This is an optimization exercise on Yosys and OpenROAD, whose aim is small area and a short achievable clock period, not a production implementation. No functional check of the RTL was part of any run shown here.

## flow/design.v (module list and top-level ports; edited modules follow where they fit)
// module div_uu: 11156 lines
// module g0: 5 lines
// module g1: 5 lines
// module g2: 5 lines
// module g3: 5 lines
// module g4: 5 lines
// module g5: 5 lines
// module g6: 5 lines
// module g7: 5 lines
// module g8: 5 lines
// module g9: 5 lines
// module g10: 5 lines
// module g11: 5 lines
// module g12: 5 lines
// module g13: 5 lines
// module g14: 5 lines
// module g15: 5 lines
// module g16: 5 lines
// module g17: 5 lines
// module g18: 5 lines
// module g19: 5 lines
// module g20: 5 lines
// module g21: 5 lines
// module g22: 5 lines
module div_uu(clk, rst, ena, iready, z, d, q, s, div0, ovf, oready);
  // ...
==> flow/run.sh <==
#!/bin/bash
# synth_recipe.tcl (not shown) runs the flow's synth.tcl, then flattens the netlist and writes it again
# the make line also repeats each setting of config.mk as NAME=value (left out here)
make -C /OpenROAD-flow-scripts/flow DESIGN_CONFIG=/design/flow/config.mk WORK_HOME=/design/flow/orfs CLKGATE_MAP_FILE= SYNTH_SCRIPT=/design/flow/synth_recipe.tcl finish
==> flow/config.mk <==
export PLATFORM = sky130hd
export DESIGN_NAME = div_uu
export DESIGN_NICKNAME = div_uu
export VERILOG_FILES = /design/flow/design.v
export SDC_FILE = /design/flow/constraint.sdc
export NUM_CORES = 4
export LEC_CHECK = 0
export CAP_MARGIN = 20
export CORE_MARGIN = 2
export CORE_UTILIZATION = 55
export SETUP_SLACK_MARGIN = 1.8
export SLEW_MARGIN = 20
export SYNTH_HIERARCHICAL = 1
export SYNTH_MINIMUM_KEEP_SIZE = 0
==> flow/constraint.sdc <==
create_clock -name core_clock -period 5.5 [get_ports {clk}]
set_input_delay 1.1000 -clock core_clock [delete_from_list [all_inputs] [get_ports {clk}]]
set_output_delay 1.1000 -clock core_clock [all_outputs]
set_load 0.01 [all_outputs]
==> flow_metrics.env, run 1 <==
export IMPL_postRouteWirelength_um=327000
export IMPL_synthTopCellsByArea="edfxtp_1, a21oi_2, mux2i_1, o21ai_1, nor2_1"
export IMPL_synth_xor_area_share_pct=8.11
export IMPL_ys_ff_latch=1537
export IMPL_gr_max_usage_layer="met2"
export IMPL_cts_htree_levels=4
export IMPL_synth_compound_area_share_pct=22.9
export IMPL_fillerInstances=12500
export IMPL_rsz0062_at_grt="yes"
export IMPL_endpoint_kind="flop"
export IMPL_num_vias=101000
export IMPL_path_buf_inv=3
export IMPL_synth_largest_area_cell="edfxtp_1"
export IMPL_cp_cell_sequence="buf_6 -> nand2_1 -> o21ai_1 -> a21oi_2 -> o21ai_2 -> a21oi_4 -> o21ai_4 -> nor2_4 -> buf_12 -> mux2i_4 -> nand2_2 -> a21oi_2 -> o21ai_4 -> a21oi_4 -> o21ai_4 -> buf_6 -> a21oi_4 -> nand2_4 -> mux2i_4"
export IMPL_top_layer="met4"
export IMPL_regArea_um2=46000
export IMPL_holdPathEnd="X28[23]"
export IMPL_syn_instance_count=12500
export IMPL_yosys_area_top_type_share_pct=41.3
export IMPL_synth_nets=12600
export IMPL_n_all_buffers=2499
export IMPL_clockBufferDepth=3
export IMPL_cp_startpoint="R14[25]"
export IMPL_hold_path_depth=0
export IMPL_outcome="complete, no violations"
export IMPL_finalCriticalPeriod_ps=4140
export IMPL_cts_resized=2148
export IMPL_multi_input_gates=9586
export IMPL_grt_first_pass_wirelength_um=482000
export IMPL_drive_gt1_share_pct=45.1
export IMPL_grt_use_met3_pct=3.49
==> inputs of run 2 (changes only) <==
--- a/flow/design.v
+++ b/flow/design.v
@@ -11144,17 +11144,17 @@
   wire n11061; g22 un11061(n10832, n10990, n11061);
   wire n11062; g20 un11062(n11001, n11061, n10736, n11062);
   wire n11063; g21 un11063(n10835, n10991, n11063);
   wire n11064; g20 un11064(n11001, n11063, n10738, n11064);
   wire n11065; g21 un11065(n10838, n10992, n11065);
   wire n11066; g20 un11066(n11001, n11065, n10740, n11066);
   always @(posedge clk) begin
     if (ena) begin
-      q <= {X30[29], X30[28], X30[27], X30[26], X30[25], X30[24], X30[23], X30[22], X30[21], X30[20], X30[19], X30[18], X30[17], X30[16], X30[15], X30[14], X30[13], X30[12], X30[11], X30[10], X30[9], X30[8], X30[7], X30[6], X30[5], X30[4], X30[3], X30[2], X30[1], X30[0], n10743, n11001}; s <= {n11066, n11064, n11062, n11060, n11058, n11056, n11054, n11052, n11050, n11048, n11046, n11044, n11042, n11040, n11038, n11036, n11034, n11032, n11030, n11028, n11026, n11024, n11022, n11020, n11018, n11016, n11014, n11012, n11010, n11008, n11006, n11004}; ovf <= O30; div0 <= &{N30[31], N30[30], N30[29], N30[28], N30[27], N30[26], N30[25], N30[24], N30[23], N30[22], N30[21], N30[20], N30[19], N30[18], N30[17], N30[16], N30[15], N30[14], N30[13], N30[12], N30[11], N30[10], N30[9], N30[8], N30[7], N30[6], N30[5], N30[4], N30[3], N30[2], N30[1], N30[0]};
+      q <= {X30[29], X30[28], X30[27], X30[26], X30[25], X30[24], X30[23], X30[22], X30[21], X30[20], X30[19], X30[18], X30[17], X30[16], X30[15], X30[14], X30[13], X30[12], X30[11], X30[10], X30[9], X30[8], X30[7], X30[6], X30[5], X30[4], X30[3], X30[2], X30[1], X30[0], n10743, n11001}; s <= {n11066, n11064, n11062, n11060, n11058, n11056, n11054, n11052, n11050, n11048, n11046, n11044, n11042, n11040, n11038, n11036, n11034, n11032, n11030, n11028, n11026, n11024, n11022, n11020, n11018, n11016, n11014, n11012, n11010, n11008, n11006, n11004}; ovf <= O30; div0 <= ~|{n10420, n10419, n10418, n10417, n10416, n10415, n10414, n10413, n10412, n10411, n10410, n10409, n10408, n10407, n10406, n10405, n10404, n10403, n10402, n10401, n10400, n10399, n10398, n10397, n10396, n10395, n10394, n10393, n10392, n10391, n10390, n10389};
     end
     if (rst) oready <= 1'b0; else if (ena) oready <= V30;
   end
 endmodule
 module g0(a, y);
   input a;
   output y;
   assign y = ~(a);
==> flow/config.mk (replaced) <==
export PLATFORM = sky130hd
export DESIGN_NAME = div_uu
export DESIGN_NICKNAME = div_uu
export VERILOG_FILES = /design/flow/design.v
export SDC_FILE = /design/flow/constraint.sdc
export NUM_CORES = 4
export LEC_CHECK = 0
export CAP_MARGIN = 20
export CORE_MARGIN = 2
export CORE_UTILIZATION = 45
export SETUP_SLACK_MARGIN = 1.0
export SLEW_MARGIN = 20
export SYNTH_HIERARCHICAL = 1
export SYNTH_MINIMUM_KEEP_SIZE = 0
==> run 2 against run 1 <==
Synthesized area barely moved; first-iteration DRC count is 25% lower; fmax down 5.2%; synthesized cell count did not move.
==> flow_metrics.env, run 2 <==
export IMPL_cp_arrival_ps=4970
export IMPL_synth_edf_count=1521
export IMPL_syn_area_per_cell_um2=8.84
export IMPL_dieArea_um2=250000
export IMPL_cts_hold_buf=0
export IMPL_cap_violations=0
export IMPL_ys_top_cells_by_count="nor2_1, nand2_1, o21ai_1"
export IMPL_holdCritStartpoint="X20[7]"
export IMPL_ys_warn_count=7
export IMPL_synth_ff_type="edfxtp_1"
export IMPL_postRouteWirelength_um=268000
export IMPL_fin_crit_sh_pct=79.5
export IMPL_pre_cts_ws_ps=139
export IMPL_synth_largest_area_cell="edfxtp_1"
export IMPL_r2r_slack_ps=1130
export IMPL_finalWorstSetupSlack_ps=1130
export IMPL_antenna_found_initial=12
export IMPL_report_final_slew_viol_count=0
export IMPL_setup_violations_final=0
export IMPL_regToRegStartpoint="N6[0]"
export IMPL_place_gp_congestion=0.880
export IMPL_postPlaceCellArea_um2=120000
export IMPL_synthTopCellsByArea="edfxtp_1, a21oi_2, mux2i_1, o21ai_1, nor2_1"
export IMPL_most_common_layout_cells="nand2_1, a21oi_2, o21ai_1"
export IMPL_crit_path_start_kind="flop"
export IMPL_drtIter0Drc=5368
export IMPL_syn_to_final_growth_pct=18.8
export IMPL_first_pass_iters=6
export IMPL_outcome="complete, no violations"
export IMPL_cts_htree_levels=4
export IMPL_die_w_um=500
export IMPL_holdPathEnd="X22[9]"
export IMPL_grt_usage_pct=20.6
export IMPL_reg2reg_to="R8[23]"
export IMPL_cp_max_fo=8
export IMPL_drt_wirelength_per_cell_um=15.9
export IMPL_finalInstanceArea_um2=131000
export IMPL_crit_required_ps=6100
export IMPL_num_vias=89400
export IMPL_core_area_um2=245000
export IMPL_dp_hpwl_um=204000
export IMPL_ys_async_sr_fraction_pct=0
export IMPL_hold_class="flop to flop"
export IMPL_syn_instance_count=12500
export IMPL_clockBufferDepth=3
export IMPL_grt_pass1_vias=85900
export IMPL_fin_setup_tns_ps=0
export IMPL_ys_seq_area_share_pct=41.6
export IMPL_yosys_area_top_type_share_pct=41.3
export IMPL_rsz0062_at_grt="yes"
export IMPL_fin_hold_ws_ps=400
export IMPL_ys_types=19
export IMPL_synth_nets=12600
export IMPL_drtAntennaViolNets=0
export IMPL_finalCriticalPeriod_ps=4370
export IMPL_criticalPathCategory="flop to flop"
export IMPL_worst_pin_slew_ps=1070
export IMPL_clock_latency_ps=890
export IMPL_clk_pin_slew_worst_paths_ps=60
export IMPL_start_util_pct=45.1
export IMPL_final_common_cell="nand2_1"
export IMPL_drc=0
export IMPL_cts_sinks=1537
export IMPL_cts_tree="built"
export IMPL_drive_gt1_share_pct=25.2
export IMPL_die_y_um=500
export IMPL_endpoint_kind="flop"
export IMPL_port_buffers=166
export IMPL_ff2ff_path_depth=24
export IMPL_ys_ff_latch=1537
export IMPL_grt_start_max_net_pins=149
export IMPL_nNetsFinal=13600
export IMPL_overflow=0
export IMPL_hold_violations=0
export IMPL_fmax_ghz=0.229
export IMPL_cts_buffers=183
export IMPL_routed_via_density=5.30
export IMPL_relSlewSlack_pct=27.9
export IMPL_cts_root_buf="clkbuf_16"
export IMPL_ios=167
export IMPL_hold_path_depth=0
export IMPL_rows=182
export IMPL_clock_skew_ps=61.8
export IMPL_grt_first_pass_wirelength_um=429000
export IMPL_synth_most_common_cell="nor2_1"
export IMPL_syn_area_um2=111000
==> run 2: kinds of logic (layout without fill, tap and decap cells) <==
logic type,count (synthesis),in the layout,share of synthesized area [%]
flops,1537,1537,41.6
buf+inv,1412,2520,4.87
mux,1040,1040,9.41
simple gates,3828,3829,13.2
other cells,0,6,0
xor+xnor,1024,1024,8.10
compound gates,3679,3679,22.9
==> run 2: Yosys stat by module (local to each module, per instance), a selection <==
module	cells	times used	area [µm²]	flip-flops and latches
g20	1	512	10.0	0
g9	1	496	8.76	0
g14	1	16	6.26	0
g22	1	240	8.76	0
g3	1	591	3.75	0
g12	1	256	8.76	0
g6	1	1338	8.76	0
g11	1	512	10.0	0
g19	1	16	7.51	0
==> run 2: through the flow <==
stage	instances	utilization, %
floorplan	12500	-
global placement	16300	48.8
detailed placement	16300	48.8
CTS	16700	52.1
global route	16900	53.6
finish	16900	53.6
==> run 2: worst max-delay path by stage <==
stage	startpoint	endpoint	slack, ps	cells after the start
after global routing	N8[4]	R10[24]	930	23
final	N6[0]	R8[23]	1130	24
after floorplan	d[1]	R2[0]	980	17
after detailed placement	d[25]	R2[1]	140	20
after global placement	d[25]	R2[26]	170	19
after CTS	N16[0]	R18[27]	980	21
==> run 2: routing by layer <==
layer | track usage (%) | vias up | wire, µm
met5 | 0 | - | 55
met4 | 6.75 | 8 | 8300
met3 | 2.59 | 409 | 9330
met2 | 37.1 | 1434 | 134000
met1 | 25.4 | 42400 | 117000
li1 | - | 45200 | -
==> run 2: final cells by class <==
type                       count  area [µm²]
fill                       21500      114000
multi-input combinational   9572       62700
sequential                  1537       46000
timing repair buffer         792        7130
inverter                    1392        5310
clock buffer                 211        4710
tap                         3220        4030
clock inverter               125        1640
antenna                        6        15.0
==> run 2: worst max-delay path: stages (launching register included) <==
cell and delay [ps]:
edfxtp_1 460, inv_2 110, nor2b_4 170, o21ai_2 110, a21oi_2 250, o21ai_4 130
a21oi_2 230, buf_6 170, o21ai_1 90, nor2_2 100, buf_4 170, buf_6 170
mux2i_1 240, buf_4 170, nand2_1 100, a21oi_2 180, o21ai_1 110, a21oi_2 150
o21ai_4 150, buf_4 170, a21oi_2 100, nand2_1 100, buf_12 180, mux2i_1 120
buf_4 140
==> run 2: what timing repair did <==
item                       4_1_cts  5_1_grt
hold endpoints to repair         0        0
pin swaps                       51      110
gates cloned                     0        1
resized for setup              277      586
setup buffers                   71      174
setup endpoints to repair      494      525

## static timing again, ports no longer ideal
No port has a modelled driver above. Below, the same layouts with a new extraction and two added sets of constraints. Step 1 sets driving cells, clkbuf_16 on the clock port and buf_2 on the other inputs (assumed; they add their load-dependent delay and slew). Step 2, shift: input delay + t, output delay - t, t = (earliest + latest rising clock arrival at the registers) / 2. This alone moves slack from input paths to output paths. Slacks: ideal / step 1 / step 2; pairs: ideal / step 1.
run | t, ns | slack for setup (ns) | latest minus earliest clock arrival (ns) | worst register clock-pin slew, ns | worst slew at a driven data input, ns
run 1 | 0.939 | 1.355 / 1.355 / 1.023 | 0.048 / 0.048 | 0.07 / 0.07 | 0.10
run 2 | 0.931 | 1.126 / 1.126 / 0.308 | 0.090 / 0.090 | 0.07 / 0.07 | 0.18
After both steps setup and hold are still met in every run listed. The setup slack of run 2, which loses most, moves by 0.000 ns with the drivers and by -0.818 ns with both steps.
